Background: an optimization exercise with open tools, aiming at small area. Do not read the settings as production practice. Function was checked by simulation only, so behaviour that the tests miss may differ from the original. No activity file was given, so power comes from the tool's default toggle rates.

==> flow/design.v <==
`timescale 1ns / 1ps
module Top_project (
    input clk,
    input reset,
    input [1:0] sw,
    input btnL,
    btnR,
    btnU,
    btnD,
    input rx,
    output tx,
    output [3:0] led,
    output [3:0] fnd_comm,
    output [7:0] fnd_font
);
    wire mode = sw[1];
    assign led = {mode & sw[0], mode & ~sw[0], ~mode & sw[0], ~mode & ~sw[0]};
    reg started;
    reg [1:0] cq;
    always @(posedge clk, posedge reset) begin
        if (reset) begin
            started <= 1'b0;
            cq <= 2'd0;
        end else begin
            started <= 1'b1;
            cq <= {cq[1] ^ (started & cq[0]), cq[0] ^ started};
        end
    end
    wire t4 = cq[1] & cq[0];
    wire [3:0] w_ms1, w_ms10;
    wire w_ms1_wrap = t4 & w_ms1[3] & w_ms1[0];
    wire w_c0_next = w_ms1_wrap & w_ms10[3] & w_ms10[0];
    digit10 W_MS1 (.clk(clk), .reset(reset), .clr(1'b0), .e(t4), .q(w_ms1));
    digit10 W_MS10 (.clk(clk), .reset(reset), .clr(1'b0), .e(w_ms1_wrap), .q(w_ms10));
    wire t16 = t4 & w_ms1[0] & (w_ms1[1] ^ w_ms10[0]);
    reg [2:0] sel;
    always @(posedge clk, posedge reset) begin
        if (reset) sel <= 3'd0;
        else sel <= {sel[2] ^ (t16 & sel[1] & sel[0]), sel[1] ^ (t16 & sel[0]), sel[0] ^ t16};
    end
    reg [5:0] bc;
    wire bc_top = bc[5] & bc[4] & bc[2] & bc[0];   
    always @(posedge clk, posedge reset) begin
        if (reset) bc <= 6'd0;
        else if (bc_top) bc <= 6'd0;
        else bc <= bc + 6'd1;
    end
    wire bc_lo0 = ~bc[5] & ~bc[4] & ~bc[3];
    wire tick = started & bc_lo0 & ~bc[2] & ~bc[1] & ~bc[0];
    wire bc4 = bc_lo0 & bc[2] & ~bc[1] & ~bc[0];
    wire bc5 = bc_lo0 & bc[2] & ~bc[1] & bc[0];
    reg [3:0] rh, rl;
    reg [7:0] rdata;
    wire r_idle = ~rl[3] & (rh == 4'd0);
    wire r_end = tick & rh[3] & rh[1] & ~rl[3] & rl[2] & rl[1] & rl[0];
    wire rl15 = &rl;
    wire r_sample = tick & rl15 & (rh[3] ? ~rh[1] & ~rh[0] : (rh[2] | rh[1] | rh[0]));
    always @(posedge clk, posedge reset) begin
        if (reset) begin
            rh <= 4'd0;
            rl <= 4'd0;
        end else if (r_idle) begin
            rl[3] <= ~rx;
        end else if (r_end) begin
            rh <= 4'd0;
            rl <= 4'd0;
        end else if (tick) begin
            rl <= rl + 4'd1;
            if (rl15) rh <= rh + 4'd1;
        end
    end
    always @(posedge clk) begin
        if (r_sample) rdata <= {rx, rdata[7:1]};
    end
    reg [3:0] th, tl;
    reg [7:0] tdata;
    reg tx_reg;
    wire t_idle = th[3] & th[1];
    wire t_load = th[3] & th[1] & th[0] & bc4;
    wire c_pulse = (th == 4'd0) & (tl == 4'd0) & bc5;
    wire tl15 = &tl;
    always @(posedge clk, posedge reset) begin
        if (reset) begin
            th <= 4'd10;
            tl <= 4'd0;
            tx_reg <= 1'b1;
        end else begin
            if (r_end) begin
                th <= 4'd11;
                tl <= 4'd0;
            end else if (t_load) begin
                th <= 4'd0;
            end else if (tick & ~t_idle) begin
                tl <= tl + 4'd1;
                if (tl15) th <= th + 4'd1;
            end
            tx_reg <= (th[3] & (th[1] | th[0])) | ((th != 4'd0) & tdata[0]);
        end
    end
    always @(posedge clk) begin
        if (t_load) tdata <= rdata;
        else if (tick & tl15 & (th != 4'd0)) tdata <= {1'b0, tdata[7:1]};
    end
    assign tx = tx_reg;
    wire c_v = c_pulse & ~rdata[7] & rdata[6];
    wire c_L = c_v & ((rdata[4] & rdata[3:0] == 4'h2) | (~rdata[4] & rdata[3:0] == 4'h8));
    wire c_R = c_v & ~rdata[4] & (rdata[3:0] == 4'h3);
    wire c_U = c_v & rdata[4] & (rdata[3:0] == 4'h3);
    wire c_D = c_v & ~rdata[4] & (rdata[3:0] == 4'hd);
    wire d_L, d_R, d_U, d_D;
    debounce U_dL (.clk(clk), .reset(reset), .t4(t4), .i_btn(btnL), .o_btn(d_L));
    debounce U_dR (.clk(clk), .reset(reset), .t4(t4), .i_btn(btnR), .o_btn(d_R));
    debounce U_dU (.clk(clk), .reset(reset), .t4(t4), .i_btn(btnU), .o_btn(d_U));
    debounce U_dD (.clk(clk), .reset(reset), .t4(t4), .i_btn(btnD), .o_btn(d_D));
    wire b_L = d_L | c_L;
    wire b_R = d_R | c_R;
    wire b_U = d_U | c_U;
    wire b_D = d_D | c_D;
    reg s_run, s_clr;
    always @(posedge clk, posedge reset) begin
        if (reset) begin
            s_run <= 1'b0;
            s_clr <= 1'b0;
        end else if (!mode) begin
            s_run <= s_run ? ~b_L : (~s_clr & b_L);
            s_clr <= s_clr ? b_R : (~s_run & ~b_L & b_R);
        end
    end
    reg [1:0] sd;
    reg s_tick;
    always @(posedge clk, posedge reset) begin
        if (reset) begin
            sd <= 2'd0;
            s_tick <= 1'b0;
        end else begin
            sd <= {~s_clr & (sd[1] ^ (s_run & sd[0])), ~s_clr & (sd[0] ^ s_run)};
            s_tick <= ~s_clr & (s_run ? sd[1] & sd[0] : s_tick);
        end
    end
    wire [3:0] s_ms1, s_ms10, s_s1, s_m1, s_h1;
    wire [2:0] s_s10, s_m10;
    wire [1:0] s_h10;
    reg s_c0, s_c1, s_c2;
    wire s_ms1_wrap = s_tick & s_ms1[3] & s_ms1[0];
    wire s_s1_wrap = s_c0 & s_s1[3] & s_s1[0];
    wire s_m1_wrap = s_c1 & s_m1[3] & s_m1[0];
    digit10 S_MS1 (.clk(clk), .reset(reset), .clr(s_clr), .e(s_tick), .q(s_ms1));
    digit10 S_MS10 (.clk(clk), .reset(reset), .clr(s_clr), .e(s_ms1_wrap), .q(s_ms10));
    digit10 S_S1 (.clk(clk), .reset(reset), .clr(s_clr), .e(s_c0), .q(s_s1));
    digit6 S_S10 (.clk(clk), .reset(reset), .clr(s_clr), .e(s_s1_wrap), .q(s_s10));
    digit10 S_M1 (.clk(clk), .reset(reset), .clr(s_clr), .e(s_c1), .q(s_m1));
    digit6 S_M10 (.clk(clk), .reset(reset), .clr(s_clr), .e(s_m1_wrap), .q(s_m10));
    hours #(.R1(4'd0), .R10(2'd0)) S_H (.clk(clk), .reset(reset), .clr(s_clr), .e(s_c2),
        .ones(s_h1), .tens(s_h10));
    always @(posedge clk, posedge reset) begin
        if (reset) begin
            s_c0 <= 1'b0;
            s_c1 <= 1'b0;
            s_c2 <= 1'b0;
        end else begin
            s_c0 <= ~s_clr & s_ms1_wrap & s_ms10[3] & s_ms10[0];
            s_c1 <= ~s_clr & s_s1_wrap & s_s10[2] & s_s10[0];
            s_c2 <= ~s_clr & s_m1_wrap & s_m10[2] & s_m10[0];
        end
    end
    reg [1:0] ws;
    always @(posedge clk, posedge reset) begin
        if (reset) ws <= 2'd0;
        else if (mode) begin
            case (ws)
                2'd0: ws <= b_U ? 2'd1 : b_D ? 2'd2 : b_L ? 2'd3 : 2'd0;
                2'd1: if (!b_U) ws <= 2'd0;
                2'd2: if (!b_D) ws <= 2'd0;
                2'd3: if (!b_L) ws <= 2'd0;
            endcase
        end
    end
    wire [3:0] w_s1, w_m1, w_h1;
    wire [2:0] w_s10, w_m10;
    wire [1:0] w_h10;
    reg w_c0, w_c1, w_c2;
    wire w_s_e = w_c0 | (~ws[1] & ws[0]);
    wire w_m_e = w_c1 | (ws[1] & ~ws[0]);
    wire w_h_e = w_c2 | (ws[1] & ws[0]);
    wire w_s1_wrap = w_s_e & w_s1[3] & w_s1[0];
    wire w_m1_wrap = w_m_e & w_m1[3] & w_m1[0];
    digit10 W_S1 (.clk(clk), .reset(reset), .clr(1'b0), .e(w_s_e), .q(w_s1));
    digit6 W_S10 (.clk(clk), .reset(reset), .clr(1'b0), .e(w_s1_wrap), .q(w_s10));
    digit10 W_M1 (.clk(clk), .reset(reset), .clr(1'b0), .e(w_m_e), .q(w_m1));
    digit6 W_M10 (.clk(clk), .reset(reset), .clr(1'b0), .e(w_m1_wrap), .q(w_m10));
    hours #(.R1(4'd2), .R10(2'd1)) W_H (.clk(clk), .reset(reset), .clr(1'b0), .e(w_h_e),
        .ones(w_h1), .tens(w_h10));
    always @(posedge clk, posedge reset) begin
        if (reset) begin
            w_c0 <= 1'b0;
            w_c1 <= 1'b0;
            w_c2 <= 1'b0;
        end else begin
            w_c0 <= w_c0_next;
            w_c1 <= w_s1_wrap & w_s10[2] & w_s10[0];
            w_c2 <= w_m1_wrap & w_m10[2] & w_m10[0];
        end
    end
    assign fnd_comm = {~(sel[1] & sel[0]), ~(sel[1] & ~sel[0]), ~(~sel[1] & sel[0]), ~(~sel[1] & ~sel[0])};
    wire [3:0] ms1 = mode ? w_ms1 : s_ms1;
    wire [3:0] ms10 = mode ? w_ms10 : s_ms10;
    wire [3:0] s1 = mode ? w_s1 : s_s1;
    wire [2:0] s10 = mode ? w_s10 : s_s10;
    wire [3:0] m1 = mode ? w_m1 : s_m1;
    wire [2:0] m10 = mode ? w_m10 : s_m10;
    wire [3:0] h1 = mode ? w_h1 : s_h1;
    wire [1:0] h10 = mode ? w_h10 : s_h10;
    reg [3:0] d;
    always @(*) begin
        case ({sw[0], sel[1:0]})
            3'd0: d = ms1;
            3'd1: d = ms10;
            3'd2: d = s1;
            3'd3: d = {1'b0, s10};
            3'd4: d = m1;
            3'd5: d = {1'b0, m10};
            3'd6: d = h1;
            default: d = {2'b00, h10};
        endcase
    end
    wire [6:0] seg;
    assign seg[0] = (d[2] & ~d[1] & ~d[0]) | (~d[3] & ~d[2] & ~d[1] & d[0]);
    assign seg[1] = (d[2] & ~d[1] & d[0]) | (d[2] & d[1] & ~d[0]);
    assign seg[2] = ~d[2] & d[1] & ~d[0];
    assign seg[3] = (d[2] & ~d[1] & ~d[0]) | (d[2] & d[1] & d[0]) | (~d[3] & ~d[2] & ~d[1] & d[0]);
    assign seg[4] = d[0] | (d[2] & ~d[1]);
    assign seg[5] = (d[1] & d[0]) | (~d[2] & d[1]) | (~d[3] & ~d[2] & d[0]);
    assign seg[6] = (d[2] & d[1] & d[0]) | (~d[3] & ~d[2] & ~d[1]);
    wire lt50 = ~ms10[3] & ~(ms10[2] & (ms10[1] | ms10[0]));
    wire dot = sel[2] & sel[1] & ~sel[0] & lt50;
    assign fnd_font = {~dot, seg | {7{sel[2]}}};
endmodule
module debounce (
    input clk,
    input reset,
    input t4,
    input i_btn,
    output o_btn
);
    reg [3:0] n;
    wire s1 = t4 & i_btn;
    wire s0 = t4 & ~i_btn;
    always @(posedge clk, posedge reset) begin
        if (reset) n <= 4'd0;
        else if (n[3]) n <= {~s0, 2'b00, ~s0};
        else n <= {s1 & n[2] & n[1] & n[0],
                   t4 ? s1 & (n[2] ^ (n[1] & n[0])) : n[2],
                   t4 ? s1 & (n[1] ^ n[0]) : n[1],
                   t4 ? s1 & ~n[0] : n[0]};
    end
    assign o_btn = n[3] & ~n[0];
endmodule
module digit10 (
    input clk,
    input reset,
    input clr,
    input e,
    output reg [3:0] q
);
    always @(posedge clk, posedge reset) begin
        if (reset) q <= 4'd0;
        else q <= {4{~clr}} & {q[3] ^ (e & q[0] & (q[3] | (q[2] & q[1]))),
                              q[2] ^ (e & q[1] & q[0]),
                              q[1] ^ (e & q[0] & ~q[3]),
                              q[0] ^ e};
    end
endmodule
module digit6 (
    input clk,
    input reset,
    input clr,
    input e,
    output reg [2:0] q
);
    always @(posedge clk, posedge reset) begin
        if (reset) q <= 3'd0;
        else q <= {3{~clr}} & {q[2] ^ (e & q[0] & (q[2] | q[1])),
                              q[1] ^ (e & q[0] & ~q[2]),
                              q[0] ^ e};
    end
endmodule
module hours #(
    parameter [3:0] R1 = 4'd0,
    parameter [1:0] R10 = 2'd0
) (
    input clk,
    input reset,
    input clr,
    input e,
    output reg [3:0] ones,
    output reg [1:0] tens
);
    wire o9 = ones[3] & ones[0];
    wire top = tens[1] & ones[1] & ones[0];
    always @(posedge clk, posedge reset) begin
        if (reset) begin
            ones <= R1;
            tens <= R10;
        end else begin
            ones <= {4{~clr}} & {ones[3] ^ (e & ones[0] & (ones[3] | (ones[2] & ones[1]))),
                                 ones[2] ^ (e & ones[1] & ones[0] & ~tens[1]),
                                 ones[1] ^ (e & ones[0] & ~ones[3]),
                                 ones[0] ^ e};
            tens <= {2{~clr}} & {tens[1] ^ (e & ((o9 & tens[0]) | top)),
                                 tens[0] ^ (e & o9)};
        end
    end
endmodule
==> flow/run.sh <==
#!/bin/bash
# synth_recipe.tcl (not shown) runs the flow's synth.tcl, then flattens the netlist and writes it again
# the make line also repeats each setting of config.mk as NAME=value (left out here)
make -C /OpenROAD-flow-scripts/flow DESIGN_CONFIG=/design/flow/config.mk WORK_HOME=/design/flow/orfs CLKGATE_MAP_FILE= SYNTH_SCRIPT=/design/flow/synth_recipe.tcl finish
==> flow/config.mk <==
export PLATFORM = sky130hd
export DESIGN_NAME = Top_project
export DESIGN_NICKNAME = Top_project
export VERILOG_FILES = /design/flow/design.v
export SDC_FILE = /design/flow/constraint.sdc
export NUM_CORES = 4
export LEC_CHECK = 0
export CAP_MARGIN = 20
export CORE_MARGIN = 2
export CORE_UTILIZATION = 40
export CTS_BUF_LIST = sky130_fd_sc_hd__clkbuf_4
export CTS_CLUSTER_SIZE = 40
export SLEW_MARGIN = 20
==> flow/constraint.sdc <==
create_clock -name core_clock -period 12.0 [get_ports {clk}]
set_input_delay 2.4000 -clock core_clock [delete_from_list [all_inputs] [get_ports {clk}]]
set_output_delay 2.4000 -clock core_clock [all_outputs]
set_load 0.01 [all_outputs]
==> results.sh, run 1 <==
export IMPL_via_per_inst=5.24
export IMPL_rrSetupSlack_ns=9.47
export IMPL_cts_tree="built"
export IMPL_rows=47
export IMPL_rr_endpoint="th[3]$_DFFE_PP1P_"
export IMPL_relSlewSlack=0.429
export IMPL_synth_top_family_by_area="simple AND/OR/NAND/NOR gates"
export IMPL_final_fill_count=1534
export IMPL_syn_inst=612
export IMPL_grt_ovfl_total=0
export IMPL_cp_required_ns=9.60
export IMPL_cts_repair_resized=0
export IMPL_syn2layout_area_growth_pct=10.8
export IMPL_grt_first_pass_wirelength_mm=22.3
export IMPL_clk_pin_slew_worst_paths_ns=0.11
export IMPL_setup_viol=0
export IMPL_regArea_mm2=0.00334
export IMPL_hold_viol_final=0
export IMPL_port_buffers=25
export IMPL_design_area_mm2=0.00736
export IMPL_layout_nets=676
export IMPL_synthMuxAreaShare=0.0591
export IMPL_hold_start="rdata[5]$_DFFE_PP_"
export IMPL_synth_top_cell_area_share=0.410
export IMPL_drv_slew=0
export IMPL_status="finished clean"
export IMPL_drt_pass1_iterations=4
export IMPL_grt_max_degree=67
export IMPL_synth_common_cells="dfrtp_1 (109), nor2_1 (53), o21ai_0 (34)"
export IMPL_drive_above_1_share=0.125
export IMPL_r2r_worst_path_cells=5
export IMPL_powerDensity_mw_per_mm2=166
export IMPL_critPathLaunchType="input port"
export IMPL_drc=0
export IMPL_rsz0062_at_grt="false"
export IMPL_finalWorstPathRequiredPeriod_ns=7.72
export IMPL_ys_seq_area_frac=0.502
export IMPL_ios=26
export IMPL_synth_compound_area_frac=0.103
export IMPL_p_clk_frac=0.248
export IMPL_ys_ff_latch=130
export IMPL_synth_ff_type="dfrtp_1"
export IMPL_drtIter0Drc=315
export IMPL_crit_type="in2out"
export IMPL_end_kind="primary output"
export IMPL_final_antenna_net_count=0
export IMPL_post_cts_buffers=0
export IMPL_htree_levels=4
export IMPL_synthesis_area_mm2=0.00665
export IMPL_swShare=0.326
export IMPL_maxClockFrequency_mhz=129
export IMPL_p_sw_uw=399
export IMPL_yosys_top_cells_area="dfrtp_1 (41%), edfxtp_1 (7.2%), ha_1 (5.5%), xnor2_1 (3.7%), mux2_2 (3.0%)"
export IMPL_arrival_ns=5.32
export IMPL_synth_largest_area_cell="dfrtp_1"
export IMPL_yosysWarnings=6
export IMPL_worst_pin_slew_ns=0.852
export IMPL_power_leakage_uw=0.00323
export IMPL_fin_skew_ns=0.0203
export IMPL_peakVddDrop_uv=88.4
export IMPL_syn_num_nets=650
export IMPL_min_path_type="reg2reg"
export IMPL_antennaDiodeCount=0
export IMPL_totalWireLength_mm=13.0
export IMPL_power_total_uw=1220
export IMPL_num_vias=4556
export IMPL_grt_pass1_vias=4540
export IMPL_grtUsageTotal=0.158
export IMPL_cp_max_fo=35
export IMPL_synth_edf_count=16
export IMPL_initial_utilization=0.405
export IMPL_core_area_mm2=0.0164
export IMPL_hold_end="rdata[4]$_DFFE_PP_"
export IMPL_ys_types=73
export IMPL_place_congestion=0.818
export IMPL_final_period_utilization=0.644
export IMPL_avgSynthCellArea_um2=10.9
export IMPL_cts_root_buf="clkbuf_4"
export IMPL_dieArea_mm2=0.0177
export IMPL_p_comb_frac=0.253
export IMPL_synthSimpleGateAreaFrac=0.191
export IMPL_synthArstFlopShare=0.877
export IMPL_seq_power_share=0.499
export IMPL_ctsHoldBuffers=0
export IMPL_hold_depth=0
export IMPL_wl_per_cell_um=14.9
export IMPL_chipWidth_um=133
export IMPL_tns_ns=0
export IMPL_placed_area_mm2=0.00708
export IMPL_dp_hpwl_mm=9.13
export IMPL_place_ws_ns=4.29
export IMPL_postLayoutCoreUtil=0.449
export IMPL_multi_input_area_mm2=0.00311
export IMPL_largestRegisters="rdata x8, tdata x8, bc x6"
export IMPL_setup_ws_ns=4.28
export IMPL_post_synth_xor_area_fraction=0.0593
export IMPL_reg2reg_from="bc[3]$_DFF_PP0_"
export IMPL_antenna_found_initial=0
export IMPL_drv_cap=0
export IMPL_yosysMostFrequentCell="dfrtp_1"
export IMPL_insertion_delay_ns=0.51
export IMPL_synth_fa_ha_area_frac=0.0546
export IMPL_cts_max_path_buffers=2
export IMPL_clock_sinks=130
export IMPL_chipHeight_um=133
export IMPL_cts_buffers=17
export IMPL_intPower_uw=824
==> worst max path at each step <==
| stage | from | to | slack [ns] | depth (start not counted) |
|---|---|---|---|---|
| after global placement | sw[1] | fnd_font[3] | 4.33 | 9 |
| final | sw[1] | fnd_font[3] | 4.28 | 9 |
| after CTS | sw[1] | fnd_font[3] | 4.27 | 9 |
| after detailed placement | sw[1] | fnd_font[3] | 4.29 | 9 |
| after floorplan | sw[1] | fnd_font[3] | 5.59 | 8 |
| after global routing | sw[1] | fnd_font[3] | 4.06 | 9 |
==> power groups by stage <==
stage | combinational (uW) | sequential, uW | clock, uW
4_1_cts | 314 | 611 | 313
6_report | 310 | 610 | 303
5_1_grt | 351 | 625 | 334
3_5_place_dp | 313 | 620 | 0
2_1_floorplan | 245 | 565 | 0
3_3_place_gp | 301 | 615 | 0
==> worst max-delay path, stage by stage <==
cell	delay (ns)
clkdlybuf4s50_1	0.45
buf_4	0.39
mux2_2	0.39
a222oi_1	0.34
o211a_1	0.31
o21a_1	0.23
a2bb2oi_1	0.08
o21ai_0	0.15
clkdlybuf4s50_1	0.56
==> placed cells by master, fill, tap and decap left out, types with 4 or more instances in the layout <==
cell type	instances
nor2b_1	26
a21oi_1	30
and3_1	10
nand3_1	29
nand4b_1	5
xor2_1	17
nand2_1	30
dfstp_2	5
nor3_1	5
mux2i_1	10
ha_1	29
inv_1	20
clkbuf_4	22
nand2b_1	24
nand4_1	9
o21ai_0	34
a41oi_1	5
xnor2_1	28
nor2_1	53
dfrtp_1	108
or3b_2	4
mux4_2	4
mux2_2	18
clkdlybuf4s50_1	25
and2_1	4
a21o_1	4
edfxtp_1	16
==> area by class of cell <==
| cell class | instances | share of cell area |
|---|---|---|
| tap | 220 | 0.0374 |
| sequential | 130 | 0.454 |
| clock buffer | 22 | 0.0224 |
| clock inverter | 9 | 0.0158 |
| inverter | 22 | 0.0116 |
| timing repair buffer | 28 | 0.0370 |
| multi-input combinational | 439 | 0.422 |
==> per-stage QoR <==
step	instances	hold WS, ns
global placement	839	0.446
finish	870	0.467
floorplan	612	0.420
global route	870	0.488
detailed placement	839	0.444
CTS	870	0.471
==> layer usage <==
layer	global-route usage	part of all wire	vias to the layer above
met5	0	0	-
met1	0.207	0.47	2244
li1	-	-	2226
met4	0.0573	0.017	0
met3	0.0444	0.035	20
met2	0.252	0.48	66
==> logic make-up after synthesis <==
kind of cell / after synthesis
simple gates: 226
flops: 130
compound gates: 106
xor+xnor: 45
buf+inv: 43
mux: 32
fa+ha+maj: 29
other cells: 1
==> inputs of run 2 (changes only) <==
--- a/flow/config.mk
+++ b/flow/config.mk
@@ -8,6 +8,4 @@
 export CAP_MARGIN = 20
 export CORE_MARGIN = 2
 export CORE_UTILIZATION = 40
-export CTS_BUF_LIST = sky130_fd_sc_hd__clkbuf_4
-export CTS_CLUSTER_SIZE = 40
 export SLEW_MARGIN = 20
==> run 2 against run 1 <==
Against the previous run:
- clock power grew 72%
- flip-flop and latch count is the same
- critical path type unchanged
- register-to-register slack is essentially flat
- synthesized cell count is the same
- clock skew shrank 0.010 ns
- core utilization grew 1.9 points
- first-iteration DRC count shrank 5.7%
- power grew 18%
- count of clock-buffer cells in the layout grew 3
==> results.sh, run 2 <==
export IMPL_status="finished clean"
export IMPL_tns_ns=0
export IMPL_relSlewSlack=0.431
export IMPL_power_leakage_uw=0.00337
export IMPL_insertion_delay_ns=0.42
export IMPL_place_congestion=0.818
export IMPL_ys_seq_area_frac=0.502
export IMPL_hold_viol_final=0
export IMPL_grt_ovfl_total=0
export IMPL_hold_depth=0
export IMPL_cts_buffers=17
export IMPL_yosys_top_cells_area="dfrtp_1 (41%), edfxtp_1 (7.2%), ha_1 (5.5%), xnor2_1 (3.7%), mux2_2 (3.0%)"
export IMPL_critical_path_buf_inv_count=3
export IMPL_finalWorstPathRequiredPeriod_ns=7.72
export IMPL_cts_root_buf="clkbuf_16"
export IMPL_drv_cap=0
export IMPL_cts_max_path_buffers=2
export IMPL_cp_required_ns=9.60
export IMPL_critPathLaunchType="input port"
export IMPL_ctsHoldBuffers=0
export IMPL_placed_area_mm2=0.00708
export IMPL_synthesis_area_mm2=0.00665
export IMPL_fin_skew_ns=0.0103
export IMPL_synth_ff_type="dfrtp_1"
export IMPL_clk_pin_slew_worst_paths_ns=0.05
export IMPL_antennaDiodeCount=0
export IMPL_rows=47
export IMPL_crit_type="in2out"
export IMPL_antenna_found_initial=0
export IMPL_synth_common_cells="dfrtp_1 (109), nor2_1 (53), o21ai_0 (34)"
export IMPL_final_antenna_net_count=0
export IMPL_design_area_mm2=0.00767
export IMPL_cp_slowest_cell="clkdlybuf4s50_1"
export IMPL_synth_top_cell_area_share=0.410
export IMPL_setup_viol=0
export IMPL_htree_levels=4
export IMPL_syn_num_nets=650
export IMPL_whs_ns=0.458
export IMPL_ys_ff_latch=130
export IMPL_dieArea_mm2=0.0177
export IMPL_final_period_utilization=0.644
export IMPL_min_path_type="reg2reg"
export IMPL_synth_edf_count=16
export IMPL_grt_pass1_vias=4561
export IMPL_place_ws_ns=4.29
export IMPL_chipHeight_um=133
export IMPL_powerDensity_mw_per_mm2=188
export IMPL_chipWidth_um=133
export IMPL_yosysMostFrequentCell="dfrtp_1"
export IMPL_final_fill_count=1501
export IMPL_arrival_ns=5.32
export IMPL_ys_types=73
export IMPL_totalWireLength_mm=13.2
export IMPL_cp_top_family="buffers and inverters"
export IMPL_power_total_uw=1440
export IMPL_cp_max_fo=35
export IMPL_cp_depth=9
export IMPL_via_per_inst=5.21
export IMPL_drive_above_1_share=0.122
export IMPL_setup_ws_ns=4.28
export IMPL_r2r_worst_path_cells=5
export IMPL_initial_utilization=0.405
export IMPL_crit_path_max_incr_delay_ns=0.56
export IMPL_reg2reg_from="bc[3]$_DFF_PP0_"
export IMPL_post_cts_buffers=0
export IMPL_multi_input_area_mm2=0.00311
export IMPL_crit_chain="clkdlybuf4s50_1, buf_4, mux2_2, a222oi_1, o211a_1, o21a_1, a2bb2oi_1, o21ai_0, clkdlybuf4s50_1"
export IMPL_grt_first_pass_wirelength_mm=22.7
export IMPL_synthArstFlopShare=0.877
export IMPL_largestRegisters="rdata x8, tdata x8, bc x6"
export IMPL_final_common_cell="dfrtp_1"
export IMPL_dp_hpwl_mm=9.13
export IMPL_synth_largest_area_cell="dfrtp_1"
export IMPL_wl_per_cell_um=15.2
export IMPL_regArea_mm2=0.00334
export IMPL_worst_pin_slew_ns=0.848
export IMPL_critPathLaunch="sw[1]"
export IMPL_layout_nets=676
export IMPL_final_cell_mix="dfrtp_1 (108), nor2_1 (53), o21ai_0 (34)"
export IMPL_rsz0062_at_grt="false"
export IMPL_cts_tree="built"
export IMPL_drt_pass1_iterations=4
export IMPL_drtIter0Drc=297
export IMPL_ios=26
export IMPL_peakVddDrop_uv=100
export IMPL_num_vias=4531
export IMPL_syn_inst=612
export IMPL_yosysWarnings=6
export IMPL_cts_repair_resized=0
export IMPL_clock_sinks=130
export IMPL_hold_start="rdata[5]$_DFFE_PP_"
export IMPL_syn2layout_area_growth_pct=15.4
export IMPL_drv_slew=0
export IMPL_end_kind="primary output"
export IMPL_grtUsageTotal=0.161
export IMPL_maxClockFrequency_mhz=129
export IMPL_core_area_mm2=0.0164
export IMPL_drc=0
export IMPL_path_common_cell="clkdlybuf4s50_1"
export IMPL_grt_max_degree=67
export IMPL_avgSynthCellArea_um2=10.9
export IMPL_port_buffers=25
[run 2: cell counts after synthesis]
Identical to the previous run, type by type.
[run 2: through the flow]
step,std cells,util
6_report,870,0.468
3_3_place_gp,839,0.432
3_5_place_dp,839,0.432
5_1_grt,870,0.468
2_1_floorplan,612,-
4_1_cts,870,0.468
[run 2: report_power, final]
group	total [uW]	switching (uW)	internal, uW
Combinational	310	150	160
Sequential	613	99.8	513
Clock	521	180	341
Total	1440	429	1010
[run 2: final cells by class]
class                      instances  area share
clock inverter                     6      0.0137
clock buffer                      25      0.0633
tap                              220      0.0359
sequential                       130       0.435
timing repair buffer              28      0.0356
multi-input combinational        439       0.405
inverter                          22      0.0111
[run 2: worst register-to-register path, stage by stage, from the launching register on]
cell	delay (ns)
dfrtp_1	0.43
or4_4	0.63
nor3_4	0.29
nand4_1	0.21
nor3_2	0.68
o21bai_1	0.22
[run 2: final timing paths]
check	to	slack (ns)
worst max-delay path	fnd_font[3]	4.28
worst min-delay path	rdata[4]$_DFFE_PP_	0.46
worst max register to register	th[3]$_DFFE_PP1P_	9.48
worst min register to register	rdata[4]$_DFFE_PP_	0.46
max in group asynchronous	s_clr$_DFFE_PP0N_	8.24
min in group asynchronous	rh[0]$_DFFE_PP0P_	2.40
[run 2: per-layer routing]
metal / vias to the layer above / part of all wire / track usage
met5: - / 0 / 0
met4: 0 / 0.013 / 0.0615
met3: 12 / 0.033 / 0.0464
met2: 72 / 0.49 / 0.257
met1: 2223 / 0.47 / 0.209
li1: 2224 / - / -
[run 2: cells by family (layout without fill, tap and decap cells)]
group                      count (synthesis)  in the layout  synth area share
buffers and inverters                     43             81            0.0301
muxes                                     32             32            0.0591
xor gates and xnor gates                  45             45            0.0593
DFF                                      130            130             0.502
adders and majority gates                 29             29            0.0546
other                                      1              1          0.000564
AOI/OAI and AO/OA                        106            106             0.103
and+or+nand+nor                          226            226             0.191
==> inputs of run 3 (changes only) <==
==> flow/flow/run.sh (new file) <==
#!/bin/bash
# Standard layout flow, unchanged.
bash standard.sh > standard.log 2>&1
==> flow/standard.sh (new file) <==
#!/bin/bash
# synth_recipe.tcl (not shown) runs the flow's synth.tcl, then flattens the netlist and writes it again
# the make line also repeats each setting of config.mk as NAME=value (left out here)
make -C /OpenROAD-flow-scripts/flow DESIGN_CONFIG=/design/flow/config.mk WORK_HOME=/design/flow/orfs CLKGATE_MAP_FILE= SYNTH_SCRIPT=/design/flow/synth_recipe.tcl "${@:-finish}"
removed: flow/run.sh
==> run 3 against run 2 <==
Against the previous run:
- synthesized cell count unchanged
- final cell count unchanged
- clock power barely moved
- combinational power is essentially flat
- synthesized area unchanged
- critical path type unchanged
- highest routed layer unchanged
==> results.sh, run 3 <==
export IMPL_status="finished clean"
export IMPL_final_common_cell="dfrtp_1"
export IMPL_port_buffers=25
export IMPL_wl_per_cell_um=15.2
export IMPL_ys_ff_latch=130
export IMPL_cts_repair_resized=0
export IMPL_worst_pin_slew_ns=0.848
export IMPL_powerDensity_mw_per_mm2=188
export IMPL_rsz0062_at_grt="false"
export IMPL_final_period_utilization=0.644
export IMPL_synth_common_cells="dfrtp_1 (109), nor2_1 (53), o21ai_0 (34)"
export IMPL_antenna_found_initial=0
export IMPL_grt_ovfl_total=0
export IMPL_cts_root_buf="clkbuf_16"
export IMPL_power_total_uw=1440
export IMPL_synth_top_cell_area_share=0.410
export IMPL_insertion_delay_ns=0.42
export IMPL_syn_inst=612
export IMPL_grtUsageTotal=0.161
export IMPL_hold_end="rdata[4]$_DFFE_PP_"
export IMPL_dieArea_mm2=0.0177
export IMPL_power_leakage_uw=0.00337
export IMPL_layout_nets=676
export IMPL_clk_pin_slew_worst_paths_ns=0.05
export IMPL_hold_start="rdata[5]$_DFFE_PP_"
export IMPL_synthesis_area_mm2=0.00665
export IMPL_dp_hpwl_mm=9.13
export IMPL_avgSynthCellArea_um2=10.9
export IMPL_drc=0
export IMPL_post_cts_buffers=0
export IMPL_place_congestion=0.818
export IMPL_final_cell_mix="dfrtp_1 (108), nor2_1 (53), o21ai_0 (34)"
export IMPL_ys_types=73
export IMPL_hold_viol_final=0
export IMPL_dr_wl_met2_mm=6.42
export IMPL_drive_above_1_share=0.122
export IMPL_core_area_mm2=0.0164
export IMPL_largestRegisters="rdata x8, tdata x8, bc x6"
export IMPL_arrival_ns=5.32
export IMPL_chipWidth_um=133
export IMPL_drv_slew=0
export IMPL_ctsHoldBuffers=0
export IMPL_totalWireLength_mm=13.2
export IMPL_tns_ns=0
export IMPL_drt_pass1_iterations=4
export IMPL_initial_utilization=0.405
export IMPL_cp_required_ns=9.60
export IMPL_cts_buffers=17
export IMPL_cp_max_fo=35
export IMPL_antennaDiodeCount=0
export IMPL_end_kind="primary output"
export IMPL_peakVddDrop_uv=100
export IMPL_drtIter0Drc=297
export IMPL_rrSetupSlack_ns=9.48
export IMPL_rr_endpoint="th[3]$_DFFE_PP1P_"
export IMPL_synth_edf_count=16
export IMPL_synth_largest_area_cell="dfrtp_1"
export IMPL_met3WireLength_um=438
export IMPL_htree_levels=4
export IMPL_crit_type="in2out"
export IMPL_yosysWarnings=6
export IMPL_final_antenna_net_count=0
export IMPL_final_fill_count=1501
export IMPL_syn_num_nets=650
export IMPL_syn2layout_area_growth_pct=15.4
export IMPL_ios=26
export IMPL_via_per_inst=5.21
export IMPL_min_path_type="reg2reg"
export IMPL_num_vias=4531
export IMPL_r2r_worst_path_cells=5
export IMPL_grt_pass1_vias=4561
export IMPL_critPathLaunchType="input port"
export IMPL_reg2reg_from="bc[3]$_DFF_PP0_"
export IMPL_rows=47
export IMPL_synth_ff_type="dfrtp_1"
export IMPL_maxClockFrequency_mhz=129
export IMPL_fin_skew_ns=0.0103
export IMPL_top_layer="met4"
export IMPL_m1WireLength_mm=6.16
export IMPL_yosysMostFrequentCell="dfrtp_1"
export IMPL_ys_seq_area_frac=0.502
export IMPL_yosys_top_cells_area="dfrtp_1 (41%), edfxtp_1 (7.2%), ha_1 (5.5%), xnor2_1 (3.7%), mux2_2 (3.0%)"
export IMPL_finalWorstPathRequiredPeriod_ns=7.72
export IMPL_grt_first_pass_wirelength_mm=22.7
export IMPL_cts_tree="built"
export IMPL_setup_viol=0
export IMPL_cts_max_path_buffers=2
export IMPL_drv_cap=0
export IMPL_hold_depth=0
export IMPL_grt_max_degree=67
export IMPL_relSlewSlack=0.431
export IMPL_clock_sinks=130
export IMPL_synthArstFlopShare=0.877
export IMPL_chipHeight_um=133
run 3: cell counts after synthesis:
No cell type changed its count.
run 3: per-layer routing:
metal,vias to the layer above,GRT usage
li1,2224,-
met1,2223,0.209
met2,72,0.257
met3,12,0.0464
met4,0,0.0615
met5,-,0
run 3: critical path, cell delays in order:
cell	delay [ns]
clkdlybuf4s50_1	0.45
buf_4	0.39
mux2_2	0.39
a222oi_1	0.33
o211a_1	0.31
o21a_1	0.23
a2bb2oi_1	0.08
o21ai_0	0.15
clkdlybuf4s50_1	0.56
run 3: logic make-up after synthesis:
logic type               Yosys count  share of synthesized area
AO/OA/AOI/OAI                    106                      0.103
XOR/XNOR                          45                     0.0593
adder cells (fa/ha/maj)           29                     0.0546
buffers and inverters             43                     0.0301
flip-flops                       130                      0.502
multiplexers                      32                     0.0591
other                              1                   0.000564
AND/OR/NAND/NOR                  226                      0.191
run 3: per-stage QoR:
step           utilization  hold slack, ns  cells  cell area, um2  setup WS [ns]
2_1_floorplan            -           0.420    612            6650           5.59
5_1_grt              0.468           0.471    870            7670           4.06
3_5_place_dp         0.432           0.444    839            7080           4.29
3_3_place_gp         0.432           0.446    839            7080           4.33
4_1_cts              0.468           0.457    870            7670           4.28
6_report             0.468           0.458    870            7670           4.28
run 3: where the power goes:
part	leakage, uW	switching (uW)	internal, uW
Clock	0.000291	180	341
Sequential	0.00161	99.8	513
Combinational	0.00146	150	160
run 3: worst max-delay path by stage:
stage | startpoint | to | slack, ns | depth (start not counted)
final | sw[1] | fnd_font[3] | 4.28 | 9
after global routing | sw[1] | fnd_font[3] | 4.06 | 9
after CTS | sw[1] | fnd_font[3] | 4.28 | 9
after detailed placement | sw[1] | fnd_font[3] | 4.29 | 9
after global placement | sw[1] | fnd_font[3] | 4.33 | 9
after floorplan | sw[1] | fnd_font[3] | 5.59 | 8
run 3: layout make-up:
type / count / area [um2] / area share
Inverter: 22 / 85.1 / 0.0111
Multi-Input combinational cell: 439 / 3110 / 0.405
Tap cell: 220 / 275 / 0.0359
Sequential cell: 130 / 3340 / 0.435
Timing Repair Buffer: 28 / 273 / 0.0356
Clock buffer: 25 / 485 / 0.0633
Clock inverter: 6 / 105 / 0.0137
==> inputs of run 4 (changes only) <==
--- a/flow/design.v
+++ b/flow/design.v
@@ -49,6 +49,7 @@
     wire tick = started & bc_lo0 & ~bc[2] & ~bc[1] & ~bc[0];
     wire bc4 = bc_lo0 & bc[2] & ~bc[1] & ~bc[0];
     wire bc5 = bc_lo0 & bc[2] & ~bc[1] & bc[0];
+    wire bc1 = bc_lo0 & ~bc[2] & ~bc[1] & bc[0];
     reg [3:0] rh, rl;
     reg [7:0] rdata;
     wire r_idle = ~rl[3] & (rh == 4'd0);
@@ -73,33 +74,31 @@
         if (r_sample) rdata <= {rx, rdata[7:1]};
     end
     reg [3:0] th, tl;
-    reg [7:0] tdata;
+    reg [2:0] tp;
     reg tx_reg;
     wire t_idle = th[3] & th[1];
     wire t_load = th[3] & th[1] & th[0] & bc4;
-    wire c_pulse = (th == 4'd0) & (tl == 4'd0) & bc5;
-    wire tl15 = &tl;
+    wire tl0 = (tl == 4'd0);
+    wire c_pulse = (th == 4'd0) & tl0 & bc5;
+    wire t_data = (th != 4'd0) & ~(th[3] & (th[1] | th[0]));   
+    wire t_read = bc1 & tl0 & t_data;
     always @(posedge clk, posedge reset) begin
         if (reset) begin
             th <= 4'd10;
-            tl <= 4'd0;
             tx_reg <= 1'b1;
         end else begin
-            if (r_end) begin
-                th <= 4'd11;
-                tl <= 4'd0;
-            end else if (t_load) begin
-                th <= 4'd0;
-            end else if (tick & ~t_idle) begin
-                tl <= tl + 4'd1;
-                if (tl15) th <= th + 4'd1;
-            end
-            tx_reg <= (th[3] & (th[1] | th[0])) | ((th != 4'd0) & tdata[0]);
+            if (r_end) th <= 4'd11;
+            else if (t_load) th <= 4'd0;
+            else if (tick & ~t_idle & (&tl)) th <= th + 4'd1;
+            if ((bc1 & tl0) | c_pulse) tx_reg <= (th[3] & (th[1] | th[0])) | ((th != 4'd0) & rdata[tp]);
         end
     end
     always @(posedge clk) begin
-        if (t_load) tdata <= rdata;
-        else if (tick & tl15 & (th != 4'd0)) tdata <= {1'b0, tdata[7:1]};
+        if (r_end) tl <= 4'd0;
+        else if (tick & ~t_idle) tl <= tl + 4'd1;
+        if (r_end) tp <= 3'd0;
+        else if (t_read) tp <= tp + 3'd1;
+        else if (r_sample) tp <= tp - 3'd1;
     end
     assign tx = tx_reg;
     wire c_v = c_pulse & ~rdata[7] & rdata[6];
@@ -202,27 +201,17 @@
         end
     end
     assign fnd_comm = {~(sel[1] & sel[0]), ~(sel[1] & ~sel[0]), ~(~sel[1] & sel[0]), ~(~sel[1] & ~sel[0])};
-    wire [3:0] ms1 = mode ? w_ms1 : s_ms1;
     wire [3:0] ms10 = mode ? w_ms10 : s_ms10;
-    wire [3:0] s1 = mode ? w_s1 : s_s1;
-    wire [2:0] s10 = mode ? w_s10 : s_s10;
-    wire [3:0] m1 = mode ? w_m1 : s_m1;
-    wire [2:0] m10 = mode ? w_m10 : s_m10;
-    wire [3:0] h1 = mode ? w_h1 : s_h1;
-    wire [1:0] h10 = mode ? w_h10 : s_h10;
-    reg [3:0] d;
+    reg [3:0] a0, a1, b0, b1;
     always @(*) begin
-        case ({sw[0], sel[1:0]})
-            3'd0: d = ms1;
-            3'd1: d = ms10;
-            3'd2: d = s1;
-            3'd3: d = {1'b0, s10};
-            3'd4: d = m1;
-            3'd5: d = {1'b0, m10};
-            3'd6: d = h1;
-            default: d = {2'b00, h10};
+        case (sel[1:0])
+            2'd0: begin a0 = s_ms1; a1 = s_m1; b0 = w_ms1; b1 = w_m1; end
+            2'd1: begin a0 = s_ms10; a1 = {1'b0, s_m10}; b0 = w_ms10; b1 = {1'b0, w_m10}; end
+            2'd2: begin a0 = s_s1; a1 = s_h1; b0 = w_s1; b1 = w_h1; end
+            default: begin a0 = {1'b0, s_s10}; a1 = {2'b00, s_h10}; b0 = {1'b0, w_s10}; b1 = {2'b00, w_h10}; end
         endcase
     end
+    wire [3:0] d = mode ? (sw[0] ? b1 : b0) : (sw[0] ? a1 : a0);
     wire [6:0] seg;
     assign seg[0] = (d[2] & ~d[1] & ~d[0]) | (~d[3] & ~d[2] & ~d[1] & d[0]);
     assign seg[1] = (d[2] & ~d[1] & d[0]) | (d[2] & d[1] & ~d[0]);
==> flow/run.sh (new file) <==
#!/bin/bash
# synth_recipe.tcl (not shown) runs the flow's synth.tcl, then flattens the netlist and writes it again
# the make line also repeats each setting of config.mk as NAME=value (left out here)
make -C /OpenROAD-flow-scripts/flow DESIGN_CONFIG=/design/flow/config.mk WORK_HOME=/design/flow/orfs CLKGATE_MAP_FILE= SYNTH_SCRIPT=/design/flow/synth_recipe.tcl finish
--- a/flow/config.mk
+++ b/flow/config.mk
@@ -8,4 +8,5 @@
 export CAP_MARGIN = 20
 export CORE_MARGIN = 2
 export CORE_UTILIZATION = 40
+export CTS_BUF_LIST = sky130_fd_sc_hd__clkbuf_4
 export SLEW_MARGIN = 20
removed: flow/flow/run.sh
removed: flow/standard.sh
==> run 4 against run 3 <==
Against the previous run:
- final cell count rose by 1.7%
- core utilization fell by 1.1 points
- setup slack got worse by 0.14 ns
- die area fell by 2.7%
- count of clock-buffer cells in the layout fell by 4
- largest cell class unchanged
- non-clock buffer count fell by 1
- still clean
- sequential power fell by 6.5%
==> results.sh, run 4 <==
export IMPL_drc=0
export IMPL_num_vias=4597
export IMPL_fin_skew_ns=0.0162
export IMPL_clk_pin_slew_worst_paths_ns=0.10
export IMPL_core_area_mm2=0.0158
export IMPL_drv_cap=0
export IMPL_totalWireLength_mm=13.1
export IMPL_power_leakage_uw=0.00320
export IMPL_via_per_inst=5.19
export IMPL_syn_num_nets=665
export IMPL_drtIter0Drc=241
export IMPL_rows=46
export IMPL_chipWidth_um=131
export IMPL_yosysWarnings=6
export IMPL_synth_top_cell_area_share=0.407
export IMPL_wl_per_cell_um=14.8
export IMPL_final_period_utilization=0.655
export IMPL_top_register="rdata"
export IMPL_cts_repair_resized=0
export IMPL_final_common_cell="dfrtp_1"
export IMPL_largest_reg_flops=8
export IMPL_synth_largest_area_cell="dfrtp_1"
export IMPL_crit_type="in2out"
export IMPL_drt_pass1_iterations=4
export IMPL_grt_pass1_vias=4603
export IMPL_dieArea_mm2=0.0172
export IMPL_hold_end="rdata[4]$_DFFE_PP_"
export IMPL_avgSynthCellArea_um2=10.3
export IMPL_powerDensity_mw_per_mm2=168
export IMPL_rrSetupSlack_ns=9.33
export IMPL_cts_root_buf="clkbuf_4"
export IMPL_setup_viol=0
export IMPL_grtUsageTotal=0.168
export IMPL_syn_inst=626
export IMPL_cts_max_path_buffers=2
export IMPL_yosys_top_cells_area="dfrtp_1 (41%), ha_1 (5.6%), xnor2_1 (4.1%), edfxtp_1 (3.7%), nor2_1 (3.4%)"
export IMPL_setup_ws_ns=4.14
export IMPL_cp_required_ns=9.60
export IMPL_yosysMostFrequentCell="dfrtp_1"
export IMPL_end_kind="primary output"
export IMPL_cp_max_fo=26
export IMPL_dp_hpwl_mm=9.27
export IMPL_arrival_ns=5.46
export IMPL_synthArstFlopShare=0.880
export IMPL_final_antenna_net_count=0
export IMPL_relSlewSlack=0.373
export IMPL_peakVddDrop_uv=100
export IMPL_ys_ff_latch=125
export IMPL_hold_start="rdata[5]$_DFFE_PP_"
export IMPL_critPathLaunch="sw[1]"
export IMPL_drive_above_1_share=0.0943
export IMPL_post_cts_buffers=0
export IMPL_r2r_worst_path_cells=8
export IMPL_antenna_found_initial=1
export IMPL_synth_common_cells="dfrtp_1 (105), nor2_1 (59), o21ai_0 (40)"
export IMPL_drv_slew=0
export IMPL_largestRegisters="rdata x8, bc x6"
export IMPL_synth_ff_type="dfrtp_1"
export IMPL_hold_depth=0
export IMPL_grt_max_degree=75
export IMPL_chipHeight_um=131
export IMPL_syn2layout_area_growth_pct=11.8
export IMPL_place_ws_ns=4.15
export IMPL_ios=26
export IMPL_critPathLaunchType="input port"
export IMPL_maxClockFrequency_mhz=127
export IMPL_htree_levels=4
export IMPL_insertion_delay_ns=0.54
export IMPL_finalWorstPathRequiredPeriod_ns=7.86
export IMPL_port_buffers=25
export IMPL_status="finished clean"
export IMPL_reg2reg_from="bc[4]$_DFF_PP0_"
export IMPL_min_path_type="reg2reg"
export IMPL_layout_nets=694
export IMPL_ctsHoldBuffers=0
export IMPL_power_total_uw=1210
export IMPL_initial_utilization=0.408
export IMPL_rsz0062_at_grt="false"
export IMPL_synth_edf_count=8
export IMPL_cts_tree="built"
export IMPL_hold_viol_final=0
export IMPL_rr_endpoint="tp[2]$_SDFFE_PP0P_"
export IMPL_worst_pin_slew_ns=0.941
export IMPL_ys_types=65
export IMPL_cts_buffers=17
export IMPL_grt_first_pass_wirelength_mm=22.2
export IMPL_place_congestion=0.809
export IMPL_grt_ovfl_total=0
export IMPL_final_cell_mix="dfrtp_1 (104), nor2_1 (59), o21ai_0 (40)"
export IMPL_tns_ns=0
export IMPL_synthesis_area_mm2=0.00646
export IMPL_ys_seq_area_frac=0.486
export IMPL_clock_sinks=125
## run 4: cell types whose count changed after synthesis, moves of 4 or more
| cell | previous run | this run |
|---|---|---|
| inv_1 | 21 | 31 |
| dfrtp_1 | 109 | 105 |
| nand2_1 | 30 | 37 |
| o21ai_0 | 34 | 40 |
| nand2b_1 | 24 | 20 |
| mux2_2 | 18 | 6 |
| a21oi_1 | 30 | 36 |
| mux2i_1 | 10 | 16 |
| edfxtp_1 | 16 | 8 |
| dfxtp_1 | 0 | 7 |
| nand4_1 | 9 | 5 |
| nor2_1 | 53 | 59 |
## run 4: worst max-delay path, stage by stage
cell	delay, ns
clkdlybuf4s50_1	0.85
nor3b_1	0.35
o21ai_0	0.19
o221ai_1	0.17
o22ai_1	0.42
mux2_2	0.39
o21ai_0	0.13
clkdlybuf4s50_1	0.55
## run 4: through the flow
step	area, um2	hold WS (ns)	utilization	cells
floorplan	6460	0.421	-	626
global placement	6930	0.452	0.438	852
detailed placement	6930	0.445	0.438	852
CTS	7210	0.483	0.455	884
global route	7220	0.484	0.456	885
finish	7220	0.473	0.456	885
## run 4: report_power, final
group / switching (uW) / internal (uW)
clock network: 153 / 149
logic: 173 / 163
registers: 81.5 / 492
## run 4: kinds of logic after synthesis
kind of cell	share of synthesized area
adder cells (fa/ha/maj)	0.0593
flip-flops	0.486
XOR/XNOR	0.0597
AO/OA/AOI/OAI	0.113
other	0.000581
buffers and inverters	0.0296
multiplexers	0.0562
AND/OR/NAND/NOR	0.196
## run 4: worst max path at each step
| stage | endpoint | slack (ns) | cells past startpoint |
|---|---|---|---|
| final | fnd_font[0] | 4.14 | 8 |
| after global routing | fnd_font[0] | 3.92 | 8 |
| after CTS | fnd_font[0] | 4.13 | 8 |
| after detailed placement | fnd_font[0] | 4.15 | 8 |
| after global placement | fnd_font[0] | 4.24 | 8 |
| after floorplan | fnd_font[0] | 5.54 | 8 |
## run 4: area by class of cell
class	count	area, um2
timing repair buffer	27	265
fill	1508	8610
inverter	32	123
sequential	125	3140
antenna	1	2.50
multi-input combinational	452	3140
clock buffer	21	158
tap	216	270
clock inverter	11	124
## run 4: per-layer routing
layer	global-route usage	share of wire	wire length [um]
met1	0.211	0.46	5980
met4	0.0519	0.012	157
met3	0.0455	0.036	467
met2	0.283	0.49	6470
met5	0	0	0
==> inputs of run 5 (changes only) <==
==> flow/flow/run.sh (new file) <==
#!/bin/bash
# The standard layout flow (standard.sh, unchanged synthesis), with:
# - port buffers of the smallest buffer cell,
# - a clock tree of clkbuf_4 without dummy loads,
# - downsizing of non-critical cells after global routing.
bash standard.sh \
  "BUFFER_PORTS_ARGS=-buffer_cell sky130_fd_sc_hd__buf_1" \
  "CTS_ARGS=-sink_clustering_enable -repair_clock_nets -buf_list sky130_fd_sc_hd__clkbuf_4 -dont_use_dummy_load" \
  "RECOVER_POWER=100" \
  finish > standard.log 2>&1
==> flow/standard.sh (new file) <==
#!/bin/bash
# synth_recipe.tcl (not shown) runs the flow's synth.tcl, then flattens the netlist and writes it again
# the make line also repeats each setting of config.mk as NAME=value (left out here)
make -C /OpenROAD-flow-scripts/flow DESIGN_CONFIG=/design/flow/config.mk WORK_HOME=/design/flow/orfs CLKGATE_MAP_FILE= SYNTH_SCRIPT=/design/flow/synth_recipe.tcl "${@:-finish}"
--- a/flow/config.mk
+++ b/flow/config.mk
@@ -8,5 +8,4 @@
 export CAP_MARGIN = 20
 export CORE_MARGIN = 2
 export CORE_UTILIZATION = 40
-export CTS_BUF_LIST = sky130_fd_sc_hd__clkbuf_4
 export SLEW_MARGIN = 20
removed: flow/run.sh
==> run 5 against run 4 <==
Against the previous run:
- the layout now fails its checks (capacitance limit, slew limit)
- register-to-register slack worse by 0.91 ns
- count of clock-buffer cells in the layout down 4
- setup slack better by 0.77 ns
- highest routed layer unchanged
- design area down 5.5%
- maximum frequency up 11%
- critical path depth unchanged
- flip-flop and latch count unchanged
- final cell count down 1.9%
- clock power down 35%
- first-iteration DRC count down 3.3%
- critical path type unchanged
==> results.sh, run 5 <==
export IMPL_final_period_utilization=0.591
export IMPL_arrival_ns=4.69
export IMPL_synth_largest_area_cell="dfrtp_1"
export IMPL_power_total_uw=1070
export IMPL_critPathLaunchType="input port"
export IMPL_yosysWarnings=6
export IMPL_power_leakage_uw=0.00303
export IMPL_relSlewSlack=-1.26
export IMPL_rows=46
export IMPL_port_buffers=25
export IMPL_cp_required_ns=9.60
export IMPL_synth_common_cells="dfrtp_1 (105), nor2_1 (59), o21ai_0 (40)"
export IMPL_synthesis_area_mm2=0.00646
export IMPL_place_ws_ns=4.94
export IMPL_cts_repair_resized=0
export IMPL_crit_path_max_incr_delay_ns=0.55
export IMPL_syn_num_nets=665
export IMPL_drive_above_1_share=0.0644
export IMPL_maxClockFrequency_mhz=141
export IMPL_layout_nets=693
export IMPL_synth_top_cell_area_share=0.407
export IMPL_post_cts_buffers=0
export IMPL_clock_sinks=125
export IMPL_end_kind="primary output"
export IMPL_grt_ovfl_total=0
export IMPL_final_antenna_net_count=0
export IMPL_clk_pin_slew_worst_paths_ns=0.09
export IMPL_yosysMostFrequentCell="dfrtp_1"
export IMPL_cts_tree="built"
export IMPL_worst_pin_slew_ns=3.38
export IMPL_ctsHoldBuffers=0
export IMPL_drv_cap=3
export IMPL_dieArea_mm2=0.0172
export IMPL_tns_ns=0
export IMPL_syn2layout_area_growth_pct=5.68
export IMPL_drv_slew=124
export IMPL_rsz0062_at_grt="false"
export IMPL_antennaDiodeCount=0
export IMPL_top_register="rdata"
export IMPL_htree_levels=4
export IMPL_drt_pass1_iterations=4
export IMPL_core_area_mm2=0.0158
export IMPL_crit_type="in2out"
export IMPL_min_path_type="reg2reg"
export IMPL_violations="capacitance limit, slew limit"
export IMPL_antenna_found_initial=0
export IMPL_status="failed layout checks"
export IMPL_chipWidth_um=131
export IMPL_crit_chain="clkbuf_1, inv_1, nand2_1, o221ai_1, o22ai_1, mux2_2, o21ai_0, buf_1"
export IMPL_powerDensity_mw_per_mm2=157
export IMPL_grt_pass1_vias=4696
export IMPL_yosys_top_cells_area="dfrtp_1 (41%), ha_1 (5.6%), xnor2_1 (4.1%), edfxtp_1 (3.7%), nor2_1 (3.4%)"
export IMPL_grt_max_degree=66
export IMPL_synth_ff_type="dfrtp_1"
export IMPL_final_common_cell="dfrtp_1"
export IMPL_ys_types=65
export IMPL_ios=26
export IMPL_finalWorstPathRequiredPeriod_ns=7.09
export IMPL_setup_viol=0
export IMPL_largestRegisters="rdata x8, bc x6"
export IMPL_drc=0
export IMPL_largest_reg_flops=8
export IMPL_initial_utilization=0.408
export IMPL_via_per_inst=5.30
export IMPL_synthArstFlopShare=0.880
export IMPL_fin_skew_ns=0.0283
export IMPL_grt_first_pass_wirelength_mm=21.9
export IMPL_avgSynthCellArea_um2=10.3
export IMPL_totalWireLength_mm=12.9
export IMPL_synth_edf_count=8
export IMPL_setup_ws_ns=4.91
export IMPL_grtUsageTotal=0.163
export IMPL_wl_per_cell_um=14.9
export IMPL_postLayoutCoreUtil=0.431
export IMPL_syn_inst=626
export IMPL_peakVddDrop_uv=71.0
export IMPL_cp_max_fo=15
export IMPL_chipHeight_um=131
export IMPL_ys_seq_area_frac=0.486
export IMPL_final_cell_mix="dfrtp_1 (105), nor2_1 (59), o21ai_0 (41)"
export IMPL_drtIter0Drc=233
export IMPL_cts_root_buf="clkbuf_4"
export IMPL_cp_slowest_cell="clkbuf_1"
export IMPL_place_congestion=0.818
export IMPL_insertion_delay_ns=0.52
export IMPL_cts_max_path_buffers=2
export IMPL_hold_viol_final=0
export IMPL_ys_ff_latch=125
export IMPL_cts_buffers=17
export IMPL_dp_hpwl_mm=9.31
export IMPL_num_vias=4598
-- run 5: changes by cell type in the layout (fill, tap and decap cells not counted), moves of 4 or more --
cell / previous run / this run
clkbuf_4: 21 / 17
clkinv_1: 5 / 0
buf_1: 0 / 23
clkdlybuf4s50_1: 25 / 0
-- run 5: worst paths after layout --
path | startpoint | to | slack, ns | cells past startpoint
max | sw[0] | fnd_font[0] | 4.91 | 8
min | cq[1]$_DFF_PP0_ | cq[1]$_DFF_PP0_ | 0.47 | 1
max reg2reg | bc[4]$_DFF_PP0_ | tp[1]$_SDFFE_PP0P_ | 8.42 | 6
min reg2reg | cq[1]$_DFF_PP0_ | cq[1]$_DFF_PP0_ | 0.47 | 1
max in group asynchronous | reset | W_H.tens[1]$_DFF_PP0_ | 5.68 | 3
min in group asynchronous | reset | bc[3]$_DFF_PP0_ | 2.40 | 2
-- run 5: critical path: cells and delay by family --
kind,cells,cell delay [ns]
compound gates,3,0.73
buf+inv,3,0.98
mux,1,0.39
simple gates,1,0.19
-- run 5: layout make-up --
type                            count  area [um2]
Clock buffer                       17         128
Fill cell                        1535        9000
Inverter                           32         121
Multi-Input combinational cell    452        3070
Sequential cell                   125        3140
Tap cell                          216         270
Timing Repair Buffer               26        97.6
-- run 5: logic make-up (layout without fill, tap and decap cells) --
family | after synthesis | in the layout | synth area share
xor+xnor | 44 | 44 | 0.0597
flops | 125 | 125 | 0.486
fa+ha+maj | 30 | 30 | 0.0593
other cells | 1 | 1 | 0.000581
simple gates | 230 | 230 | 0.196
buf+inv | 49 | 75 | 0.0296
mux | 28 | 28 | 0.0562
compound gates | 119 | 119 | 0.113
-- run 5: power by group --
group | switching [uW] | total [uW] | leakage [uW] | internal [uW]
clock | 130 | 195 | 0.0000782 | 64.7
combinational | 159 | 288 | 0.00137 | 129
sequential | 95.4 | 587 | 0.00158 | 492
-- run 5: through the flow --
step	cells	hold WS, ns	instance area [um2]
floorplan	626	0.421	6460
global placement	851	0.450	6760
detailed placement	851	0.452	6760
CTS	868	0.470	6890
global route	868	0.481	6830
finish	868	0.469	6830
-- run 5: metal layers --
metal	wire length (um)	up-vias	track usage
met5	0	-	0
met4	182	0	0.0588
met3	450	16	0.0471
met2	6390	70	0.273
met1	5870	2254	0.202
li1	-	2258	-
==> inputs of run 6 (changes only) <==
==> flow/flow/run.sh (replaced) <==
#!/bin/bash
# The standard layout flow (standard.sh, unchanged synthesis), with:
# - port buffers of the smallest buffer cell,
# - a clock tree of clkbuf_4 without dummy loads.
bash standard.sh \
  "BUFFER_PORTS_ARGS=-buffer_cell sky130_fd_sc_hd__buf_1" \
  "CTS_ARGS=-sink_clustering_enable -repair_clock_nets -buf_list sky130_fd_sc_hd__clkbuf_4 -dont_use_dummy_load" \
  finish > standard.log 2>&1
==> run 6 against run 5 <==
Against the previous run:
- critical endpoint unchanged
- final cell count stayed put
- wire length is 0.25% lower
- first-iteration DRC count is 4.7% higher
- the run now finishes clean
- hold slack hardly changed
- largest power group unchanged
- critical path depth stayed put
- flip-flop and latch count stayed put
- synthesized cell count stayed put
- power hardly changed
- register-to-register slack better by 0.93 ns
- global-route usage stayed put
==> results.sh, run 6 <==
export IMPL_critPathLaunchType="input port"
export IMPL_syn2layout_area_growth_pct=6.82
export IMPL_yosysWarnings=6
export IMPL_cts_max_path_buffers=2
export IMPL_power_total_uw=1070
export IMPL_maxClockFrequency_mhz=141
export IMPL_synth_common_cells="dfrtp_1 (105), nor2_1 (59), o21ai_0 (40)"
export IMPL_yosys_top_cells_area="dfrtp_1 (41%), ha_1 (5.6%), xnor2_1 (4.1%), edfxtp_1 (3.7%), nor2_1 (3.4%)"
export IMPL_ys_ff_latch=125
export IMPL_synth_top_family_by_area="simple AND/OR/NAND/NOR gates"
export IMPL_num_vias=4607
export IMPL_synthMuxAreaShare=0.0562
export IMPL_cts_root_buf="clkbuf_4"
export IMPL_antenna_found_initial=0
export IMPL_final_period_utilization=0.591
export IMPL_place_congestion=0.818
export IMPL_grtUsageTotal=0.163
export IMPL_end_kind="primary output"
export IMPL_synthArstFlopShare=0.880
export IMPL_cts_buffers=17
export IMPL_status="finished clean"
export IMPL_synthSimpleGateAreaFrac=0.196
export IMPL_ios=26
export IMPL_drc=0
export IMPL_largestRegisters="rdata x8, bc x6"
export IMPL_synthesis_area_mm2=0.00646
export IMPL_hold_viol_final=0
export IMPL_dieArea_mm2=0.0172
export IMPL_cts_repair_resized=0
export IMPL_drtIter0Drc=244
export IMPL_tns_ns=0
export IMPL_post_synth_xor_area_fraction=0.0597
export IMPL_regArea_mm2=0.00314
export IMPL_fin_skew_ns=0.0306
export IMPL_core_area_mm2=0.0158
export IMPL_final_common_cell="dfrtp_1"
export IMPL_arrival_ns=4.69
export IMPL_powerDensity_mw_per_mm2=155
export IMPL_grt_ovfl_total=0
export IMPL_dp_hpwl_mm=9.31
export IMPL_htree_levels=4
export IMPL_synth_ff_type="dfrtp_1"
export IMPL_power_leakage_uw=0.00305
export IMPL_peakVddDrop_uv=71.3
export IMPL_antennaDiodeCount=0
export IMPL_synth_fa_ha_area_frac=0.0593
export IMPL_post_cts_buffers=0
export IMPL_worst_pin_slew_ns=0.999
export IMPL_multi_input_area_mm2=0.00314
export IMPL_rows=46
export IMPL_chipHeight_um=131
export IMPL_top_register="rdata"
export IMPL_grt_max_degree=66
export IMPL_ys_seq_area_frac=0.486
export IMPL_synth_largest_area_cell="dfrtp_1"
export IMPL_final_fill_count=1522
export IMPL_synth_edf_count=8
export IMPL_totalWireLength_mm=12.9
export IMPL_yosysMostFrequentCell="dfrtp_1"
export IMPL_largest_reg_flops=8
export IMPL_final_antenna_net_count=0
export IMPL_synth_compound_area_frac=0.113
export IMPL_setup_viol=0
export IMPL_cp_required_ns=9.60
export IMPL_cts_tree="built"
export IMPL_initial_utilization=0.408
export IMPL_drv_slew=0
export IMPL_insertion_delay_ns=0.52
export IMPL_port_buffers=25
export IMPL_relSlewSlack=0.334
export IMPL_wl_per_cell_um=14.8
export IMPL_clk_pin_slew_worst_paths_ns=0.09
export IMPL_synth_top_cell_area_share=0.407
export IMPL_drt_pass1_iterations=4
export IMPL_ctsHoldBuffers=0
export IMPL_chipWidth_um=131
export IMPL_drv_cap=0
export IMPL_syn_inst=626
export IMPL_cp_max_fo=15
export IMPL_syn_num_nets=665
export IMPL_layout_nets=693
export IMPL_min_path_type="reg2reg"
export IMPL_via_per_inst=5.31
export IMPL_rsz0062_at_grt="false"
export IMPL_avgSynthCellArea_um2=10.3
export IMPL_clock_sinks=125
export IMPL_final_cell_mix="dfrtp_1 (104), nor2_1 (59), o21ai_0 (40)"
export IMPL_crit_type="in2out"
export IMPL_ys_types=65
export IMPL_drive_above_1_share=0.0798
export IMPL_grt_first_pass_wirelength_mm=21.9
export IMPL_finalWorstPathRequiredPeriod_ns=7.09
export IMPL_grt_pass1_vias=4696
==> run 6: cell counts after synthesis <==
No cell type changed its count.
==> run 6: worst paths after layout <==
path / depth (start not counted) / endpoint / slack, ns / start
setup / recovery: 8 / fnd_font[0] / 4.91 / sw[0]
hold / removal: 1 / cq[1]$_DFF_PP0_ / 0.47 / cq[1]$_DFF_PP0_
setup reg to reg: 8 / tp[2]$_SDFFE_PP0P_ / 9.35 / bc[4]$_DFF_PP0_
hold reg to reg: 1 / cq[1]$_DFF_PP0_ / 0.47 / cq[1]$_DFF_PP0_
max in group asynchronous: 3 / U_dL.n[1]$_DFFE_PP0P_ / 8.82 / reset
min in group asynchronous: 2 / bc[3]$_DFF_PP0_ / 1.95 / reset
==> run 6: logic make-up (layout without fill, tap and decap cells) <==
| family | after synthesis | after routing |
|---|---|---|
| muxes | 28 | 28 |
| xor gates and xnor gates | 44 | 44 |
| adders and majority gates | 30 | 30 |
| and+or+nand+nor | 230 | 230 |
| buffers and inverters | 49 | 75 |
| DFF | 125 | 125 |
| other | 1 | 1 |
| AOI/OAI and AO/OA | 119 | 119 |
==> run 6: stage by stage <==
| stage | std cells | setup WS [ns] | hold WS [ns] | utilization | cell area, um2 |
|---|---|---|---|---|---|
| after global placement | 851 | 5.00 | 0.450 | 0.427 | 6760 |
| after detailed placement | 851 | 4.94 | 0.452 | 0.427 | 6760 |
| after CTS | 868 | 4.93 | 0.470 | 0.435 | 6890 |
| final | 868 | 4.91 | 0.469 | 0.436 | 6900 |
| after global routing | 868 | 4.64 | 0.481 | 0.436 | 6900 |
| after floorplan | 626 | 5.54 | 0.421 | - | 6460 |
==> run 6: worst max-delay path: stages <==
cell and delay [ns]:
buf_1 0.54, inv_1 0.25, nand2_1 0.19, o221ai_1 0.17, o22ai_1 0.44, mux2_2 0.39, o21ai_0 0.13, buf_1 0.17
==> run 6: metal layers <==
| layer | global-route usage | wire (um) | up-vias |
|---|---|---|---|
| met3 | 0.0471 | 475 | 18 |
| met2 | 0.273 | 6380 | 85 |
| li1 | - | - | 2258 |
| met4 | 0.0588 | 202 | 0 |
| met5 | 0 | 0 | - |
| met1 | 0.202 | 5800 | 2246 |
==> run 6: where the power goes <==
part,switching (uW),total [uW],internal (uW)
registers,95.5,587,492
clock network,129,194,64.7
logic,159,289,130
==> run 6: final cells by class <==
type                    count  share of cell area
well taps                 216              0.0392
repair buffers             26              0.0147
multi-input cells         452               0.455
flip-flops and latches    125               0.455
inverters                  32              0.0178
clock buffers              17              0.0185

## port drivers added, routing unchanged
Ports are ideal in the flow. The routed layouts listed here were re-timed in OpenROAD. Step 1: set_driving_cell puts a clkbuf_16 on clk and a buf_2 on each other input, an assumption about the parent block. Step 2 adds t to the input delays and takes it off the output delays; t is the mean of the earliest and latest rising clock arrival at the registers after step 1. Input paths then give back, and output paths get back, about the clock's delay inside the block. Slacks: ideal / step 1 / step 2; pairs: ideal / step 1.
run | t, ns | setup slack, ns | worst setup path at the end | worst data-port slew with drivers (ns) | pins driven straight from the clock port
run 1 | 0.540 | 4.277 / 4.250 / 4.250 | input to output | 0.04 | 1
run 2 | 0.453 | 4.275 / 4.248 / 4.248 | input to output | 0.04 | 1
run 3 | 0.453 | 4.275 / 4.248 / 4.248 | input to output | 0.04 | 1
run 4 | 0.571 | 4.137 / 4.109 / 4.109 | input to output | 0.03 | 1
run 5 | 0.535 | 4.911 / 4.884 / 4.884 | input to output | 0.03 | 1
run 6 | 0.538 | 4.914 / 4.887 / 4.887 | input to output | 0.03 | 1
For run 4, which loses most, drivers alone change the setup slack by -0.028 ns; drivers and shift together by -0.028 ns.
